This is an optimization exercise on Yosys and OpenROAD, whose aim is small area, a short achievable clock period and few clock cycles per item, not a production implementation.
Where RTL was checked, it was by simulation tests only, not by an equivalence proof against the original.
Power is estimated from default activity; no workload was simulated.

== v22 ==
## suma_fp
module suma_fp(input clk, input rst, input start, input [31:0] A, B, output [31:0] Y, output done);
Size in the first run: ~36 flip-flops, roughly 100 I/O pins, ~6300 sq um of cells after synthesis.
Settings: LEC_CHECK=0, ABC_AREA=1, CAP_MARGIN=20, CORE_MARGIN=2, CORE_UTILIZATION=65, CTS_BUF_LIST=sky130_fd_sc_hd__clkbuf_4, PLACE_DENSITY=0.8, SLEW_MARGIN=20, TNS_END_PERCENT=5; clock period 20.0 ns.
standard.sh (not shown) runs the stock make flow with config.mk's settings and CLKGATE_MAP_FILE= SYNTH_SCRIPT=/design/flow/synth_recipe.tcl, a recipe that flattens the netlist after the stock synthesis.
==> flow/flow/run.sh <==
#!/bin/bash
set -e
export BUFFER_PORTS_ARGS="-buffer_cell sky130_fd_sc_hd__buf_1"
export SETUP_SLACK_MARGIN=11
bash standard.sh > standard.log 2>&1
Testbench counts of v22, summed over its fixed seeds: cycles 3,200, items 3,200.
Modified inputs, v11 compared to v22
- a change of CAP_MARGIN from 20 to 0
- a change of CTS_BUF_LIST from sky130_fd_sc_hd__clkbuf_4 to sky130_fd_sc_hd__clkbuf_8
- a change of SLEW_MARGIN from 20 to 0
- a change of PLACE_DENSITY from 0.8 to 0.9
- a deleted TNS_END_PERCENT that had been 5
- a change of CORE_UTILIZATION from 65 to 75
==> run summary <==
- v11 got as far as 5_1_grt, where a tool error ended the run.
- v11 has worst slack at placement below what v22 had.
- Taking v22 over v11, the number of core rows ratio works out to 1.06.
- Reported for v22 and v11, number of clock sinks seen by CTS turned out identical to the last digit.
- Looking at effective utilization at floorplan, v11 sits above v22.
- Of v11 and v22, it is v11 that has the lower HPWL reported at the end of detailed placement.
- Area of the mapped netlist delta (v11 -> v22): insignificant
- As far as number of enable flip-flop cells after synthesis is concerned, v11 and v22 perform about the same.
- v22 → v11: buffer count from post-CTS setup fixing shows an increase of 9, number of distinct library cells after synthesis about even, number of placed instances with taps included lost 22, compound-cell area share of the yosys netlist saw little to no change.
Input-level comparison between v41 and v11:
- SLEW_MARGIN changed from 0 to 20
- CTS_BUF_LIST changed from sky130_fd_sc_hd__clkbuf_8 to sky130_fd_sc_hd__clkbuf_4
- CORE_UTILIZATION changed from 75 to 65
- PLACE_DENSITY changed from 0.9 to 0.8
- SETUP_SLACK_MARGIN newly set to 5
- CAP_MARGIN changed from 0 to 20
==> flow/run.sh (new file) <==
#!/bin/bash
# synth_recipe.tcl (not shown) runs the flow's synth.tcl, then flattens the netlist and writes it again
# the make line also repeats each setting of config.mk as NAME=value (left out here)
make -C /OpenROAD-flow-scripts/flow DESIGN_CONFIG=/design/flow/config.mk WORK_HOME=/design/flow/orfs CLKGATE_MAP_FILE= SYNTH_SCRIPT=/design/flow/synth_recipe.tcl finish
removed: flow/flow/run.sh
removed: flow/standard.sh
## What came out
v41 finished end to end and its layout was clean on timing, DRC and antenna. Against v11, number of standard-cell rows in the floorplan in v41 rose by a few percent. Comparing v11 against v41, there is no change at all in cell count after synthesis. Note that the y dimension of the die recorded for v41 amounts to 1.07 times the value seen in v11. Taking v11 as the reference point, the routability-driven placement congestion ratio of v41 falls by 0.025. Synthesized area came out exactly the same in v11 and v41. Against v11, detailed placer's ending HPWL in v41 came out worse. For clock buffer count from CTS, v41 and v11 come out practically identical. | die span in x | higher: v41 |. As far as share of synthesized area occupied by flip-flops and latches goes, v11 and v41 are indistinguishable; the numbers are identical. Cell total after placement ends up higher on v41. [v41] post-cts gate resize count fell 40 relative to v11.
[inputs] v46 vs v41
- a deleted SETUP_SLACK_MARGIN that had been 5
==> flow/flow/run.sh (new file) <==
#!/bin/bash
set -e
export BUFFER_PORTS_ARGS="-buffer_cell sky130_fd_sc_hd__buf_1"
export SETUP_SLACK_MARGIN=10.75
bash standard.sh > standard.log 2>&1
==> flow/standard.sh (new file) <==
#!/bin/bash
# synth_recipe.tcl (not shown) runs the flow's synth.tcl, then flattens the netlist and writes it again
# the make line also repeats each setting of config.mk as NAME=value (left out here)
make -C /OpenROAD-flow-scripts/flow DESIGN_CONFIG=/design/flow/config.mk WORK_HOME=/design/flow/orfs CLKGATE_MAP_FILE= SYNTH_SCRIPT=/design/flow/synth_recipe.tcl "${@:-finish}"
removed: flow/run.sh
### Flow results
- The timing startpoint of the critical path comes out B[23] in one run and A[23] in the other, namely in v41 and v46 respectively.
- v46 and v41 ended up with nearly the same max-cap check violation count.
- Part of the total power dissipated in combinational logic: v46 lower than v41
- Compared with v41, in v46 share of the clock period used by the worst path saw a decrease; number of stages on the worst setup path saw an increase; standby leakage power saw a decrease.
- Area share of buffers outside the clock network in v46 vs v41: down 6.3 points
- The proportion of power drawn by the clock network of v46 and that of v41 are within noise of each other.
Edits applied to the flow inputs when going from v46 to v5:
- an added TNS_END_PERCENT of 5
--- a/flow/flow/run.sh
+++ b/flow/flow/run.sh
@@ -4 +4 @@
-export SETUP_SLACK_MARGIN=10.75
+export SETUP_SLACK_MARGIN=11.5
[summary]
Between v5 and v46, the DRC violation count after routing figures differ only marginally. On design area, v5 does worse than v46. v5: power share of the clock group higher than v46. v5: fraction of standard cell area in multi-input logic is 4.6 points lower than what v46 reported. Compared with v46, first-iteration DRC count in v5 increased by more than 100%. | part of the total power dissipated in combinational logic | higher: v5 |. v46 has a higher hold slack than v5. Per the comparison of v5 with v46, highest clock frequency the design can meet now smaller; worst setup slack saw a decrease; cell count +about 5%.

---

Setup of run a:
Another version of the RTL of suma_fp (not shown whole).
For scale: roughly 1300 cells after synthesis, roughly 100 I/O pins, roughly 7000 um2 of cells after synthesis.
==> flow/config.mk <==
export PLATFORM = sky130hd
export DESIGN_NAME = suma_fp
export DESIGN_NICKNAME = suma_fp
export VERILOG_FILES = /design/flow/design.v
export SDC_FILE = /design/flow/constraint.sdc
export NUM_CORES = 4
export LEC_CHECK = 0
export ABC_AREA = 1
export CAP_MARGIN = 20
export CORE_MARGIN = 2
export CORE_UTILIZATION = 40
export PLACE_DENSITY = 0.6
export SLEW_MARGIN = 20
==> flow/constraint.sdc <==
create_clock -name core_clock -period 20.0 [get_ports {clk}]
set_input_delay 4.0000 -clock core_clock [delete_from_list [all_inputs] [get_ports {clk}]]
set_output_delay 4.0000 -clock core_clock [all_outputs]
set_load 0.01 [all_outputs]
==> flow/flow/run.sh <==
#!/bin/bash
set -e
export BUFFER_PORTS_ARGS="-buffer_cell sky130_fd_sc_hd__buf_1"
export SETUP_SLACK_MARGIN=11
bash standard.sh > standard.log 2>&1
The flow did not stop early for run a: all stages ran, and the layout cleared the timing, design-rule and antenna checks.
Input-level comparison between run b and run a:
==> flow/flow/run.sh <==
#!/bin/bash
set -e
export BUFFER_PORTS_ARGS="-buffer_cell sky130_fd_sc_hd__buf_1"
export SETUP_SLACK_MARGIN=0
bash standard.sh > standard.log 2>&1
Post-detailed-routing wire length, run b and run a: higher on run a. Worst hold slack delta (run b -> run a): insignificant. Of the two values seen for launching element of the worst setup path, A[28] was produced by run a and A[27] by run b. Run a and run b ended up with roughly the same cell row count.
Function was not checked in any run of this note: the RTL went through the layout flow alone.

---

## job 4408
Another version of the RTL of suma_fp (not shown whole).
Size: about 1,100 cells after synthesis, about 35 flip-flops, roughly 100 I/O pins, ~0.0079 sq mm of cells after synthesis.
clock: 20.0 ns
lec_check: 0
abc_clock_period_in_ps: 6000
cap_margin: 20
core_margin: 2
core_utilization: 40
place_density: 0.6
slew_margin: 20
run.sh (not shown) runs the stock make flow with config.mk's settings and CLKGATE_MAP_FILE= SYNTH_SCRIPT=/design/flow/synth_recipe.tcl, a recipe that flattens the netlist after the stock synthesis.
Stock flow here: none of the scripts above is used.
## Diff of input files: job 3472 against job 4408
# job 4408
export LEC_CHECK = 0
export ABC_CLOCK_PERIOD_IN_PS = 6000
export CAP_MARGIN = 20
export CORE_MARGIN = 2
export CORE_UTILIZATION = 40
export PLACE_DENSITY = 0.6
export SLEW_MARGIN = 20
create_clock -name core_clock -period 20.0 [get_ports {clk}]
# job 3472
export LEC_CHECK = 0
export CAP_MARGIN = 20
export CORE_MARGIN = 2
export CORE_UTILIZATION = 40
export PLACE_DENSITY = 0.6
export SLEW_MARGIN = 20
create_clock -name core_clock -period 20.0 [get_ports {clk}]
## What came out
- Critical path depth: job 3472 vs job 4408 identical
- The fraction of the cycle the final worst path needs on job 4408 is in line with that on job 3472.
- Reported for job 3472 and job 4408, via count turned out identical to the last digit.
- From job 4408 to job 3472, signed area change from the synthesized netlist to the final layout did not move at all.
- Reported for job 3472 and job 4408, number of top-level pins turned out identical to the last digit.
- Between job 3472 and job 4408, the non-filler instance count after layout does not differ in any meaningful way.
- | number of vias per cell after detailed routing | job 3472 vs job 4408 | ≈ equal |
- Setup slack came out exactly the same in job 3472 and job 4408.
Input changes introduced in job 5602 (baseline for comparison: job 3472):
# job 3472
export LEC_CHECK = 0
export CAP_MARGIN = 20
export CORE_MARGIN = 2
export CORE_UTILIZATION = 40
export PLACE_DENSITY = 0.6
export SLEW_MARGIN = 20
create_clock -name core_clock -period 20.0 [get_ports {clk}]
# job 5602
export LEC_CHECK = 0
export ABC_AREA = 1
export CAP_MARGIN = 20
export CORE_MARGIN = 2
export CORE_UTILIZATION = 40
export PLACE_DENSITY = 0.6
export SLEW_MARGIN = 20
create_clock -name core_clock -period 20.0 [get_ports {clk}]
Job 5602 was carried through to the last stage, and its layout satisfied the timing, design-rule and antenna checks.
Measured against each other, job 5602 and job 3472 differ in setup slack of the critical path after layout, the lower figure coming from job 3472.
Measured against each other, job 5602 and job 3472 differ in combinational power, the higher figure coming from job 5602.
Changes observed in job 5602 relative to job 3472: part of the power in the clock network now sits higher; multiplexer area fraction after synthesis shrank by 18 points; design area now sits lower; post-synth net total grew by 187; die height went down by 7.4 um.
Job 3472 vs job 5602, leading cell type in the layout, fill and taps excluded: a21oi_1 vs nand2_1
Delta (job 5602 minus job 3472): worst path arrival time went down 570 ps, sum of internal, switching and leakage power went up about 5%, ratio of final minimum period to clock period went down 3.3 points.
The remaining max-slew budget at the tightest pin in job 5602 sits 1.6 points above the value recorded for job 3472.
diff inputs: job 5602 => job 536
# job 5602
export LEC_CHECK = 0
export ABC_AREA = 1
export CAP_MARGIN = 20
export CORE_MARGIN = 2
export CORE_UTILIZATION = 40
export PLACE_DENSITY = 0.6
export SLEW_MARGIN = 20
create_clock -name core_clock -period 20.0 [get_ports {clk}]
# job 536
export LEC_CHECK = 0
export CAP_MARGIN = 20
export CORE_MARGIN = 2
export CORE_UTILIZATION = 40
export PLACE_DENSITY = 0.6
export SLEW_MARGIN = 20
create_clock -name core_clock -period 20.0 [get_ports {clk}]
==> flow/flow/run.sh (new file) <==
#!/bin/bash
set -e
export BUFFER_PORTS_ARGS="-buffer_cell sky130_fd_sc_hd__buf_1"
bash standard.sh > standard.log 2>&1
==> flow/standard.sh (new file) <==
#!/bin/bash
# synth_recipe.tcl (not shown) runs the flow's synth.tcl, then flattens the netlist and writes it again
# the make line also repeats each setting of config.mk as NAME=value (left out here)
make -C /OpenROAD-flow-scripts/flow DESIGN_CONFIG=/design/flow/config.mk WORK_HOME=/design/flow/orfs CLKGATE_MAP_FILE= SYNTH_SCRIPT=/design/flow/synth_recipe.tcl "${@:-finish}"
removed: flow/run.sh
Notes after the runs:
- For job 5602, the most common cell after layout, fill and taps aside was nand2_1, unlike job 536, where it was a21oi_1.
- Job 5602 → job 536: final critical-path setup slack went down, share of post-route cells with drive strength above 1 rose 4.0 points, worst ir drop on vdd -77 uV, clock buffer count from CTS now sits at about the same level, power went down.
- The number of DRC markers in iteration 0 number comes out lower for job 536 vs job 5602.
- Looking at wire length of the first global-routing pass across job 5602 and job 536, the one that comes out lower is job 5602.
- The flow did not stop early for job 536: all stages ran, and the layout cleared the timing, design-rule and antenna checks.
diff inputs: job 536 => job 5994
# job 536
export LEC_CHECK = 0
export CAP_MARGIN = 20
export CORE_MARGIN = 2
export CORE_UTILIZATION = 40
export PLACE_DENSITY = 0.6
export SLEW_MARGIN = 20
create_clock -name core_clock -period 20.0 [get_ports {clk}]
# job 5994
export LEC_CHECK = 0
export ABC_CLOCK_PERIOD_IN_PS = 3000
export CAP_MARGIN = 20
export CORE_MARGIN = 2
export CORE_UTILIZATION = 40
export PLACE_DENSITY = 0.6
export SLEW_MARGIN = 20
create_clock -name core_clock -period 20.0 [get_ports {clk}]
==> flow/run.sh (new file) <==
#!/bin/bash
# synth_recipe.tcl (not shown) runs the flow's synth.tcl, then flattens the netlist and writes it again
# the make line also repeats each setting of config.mk as NAME=value (left out here)
make -C /OpenROAD-flow-scripts/flow DESIGN_CONFIG=/design/flow/config.mk WORK_HOME=/design/flow/orfs CLKGATE_MAP_FILE= SYNTH_SCRIPT=/design/flow/synth_recipe.tcl finish
removed: flow/flow/run.sh
removed: flow/standard.sh
Notes after the runs:
| worst hold slack | job 5994 vs job 536 | better |
Total power of the final layout deteriorates in job 5994 relative to job 536.
Job 5994: setup slack lower than job 536
Relative to job 536, the total internal power measured on job 5994 has increased by more than 10%.
Summary — overall fraction of global-route tracks in use, job 5994 relative to job 536: higher, by 0.43 points.
Across both runs, combinational power was higher for job 5994 than for job 536.
Across both runs, wire length was higher for job 5994 than for job 536.
Diff job 536 -> job 5994: number of vias in the routed layout now smaller; global-route track usage on met2 went up by 1.9 points.
Function was not checked in any run of this note: the RTL went through the layout flow alone.

## re-timing with driven ports
How much do the figures lean on ideal ports? The routed layouts below were timed once more, with nothing changed but the port constraints.
Step 1 (the two cells are an assumption about what drives the block):
set clk [get_ports {clk}]
set_driving_cell -lib_cell sky130_fd_sc_hd__clkbuf_16 $clk
set_driving_cell -lib_cell sky130_fd_sc_hd__buf_2 [delete_from_list [all_inputs] $clk]
Step 2 moves the port delays by t, midway between the first and last clock arrival at a register: inputs arrive t later, outputs are due t later. That takes back most of the time a late clock gives input paths.
a / b / c = ideal / step 1 / step 2; a / b = the first two.
run	shift t [ns]	setup slack, ns	worst slew at a driven data input, ns	pins driven straight from the clock port
v22	0.359	10.829 / 10.820 / 10.461	0.04	1
v41	0.352	8.939 / 8.943 / 8.590	0.04	1
v46	0.362	10.966 / 10.970 / 10.608	0.04	1
v5	0.371	10.373 / 10.368 / 9.997	0.04	1
run a	0.309	11.192 / 11.203 / 10.894	0.05	1
run b	0.306	9.672 / 9.675 / 9.369	0.04	1
job 4408	0.305	8.511 / 8.521 / 8.215	0.04	1
job 3472	0.305	8.511 / 8.521 / 8.215	0.04	1
job 5602	0.325	9.170 / 9.182 / 8.858	0.05	1
job 536	0.303	8.774 / 8.787 / 8.484	0.06	1
job 5994	0.305	8.511 / 8.521 / 8.215	0.04	1
After both steps setup and hold are still met in every run listed. The setup slack of v5, which loses most, moves by -0.005 ns with the drivers and by -0.376 ns with both steps.
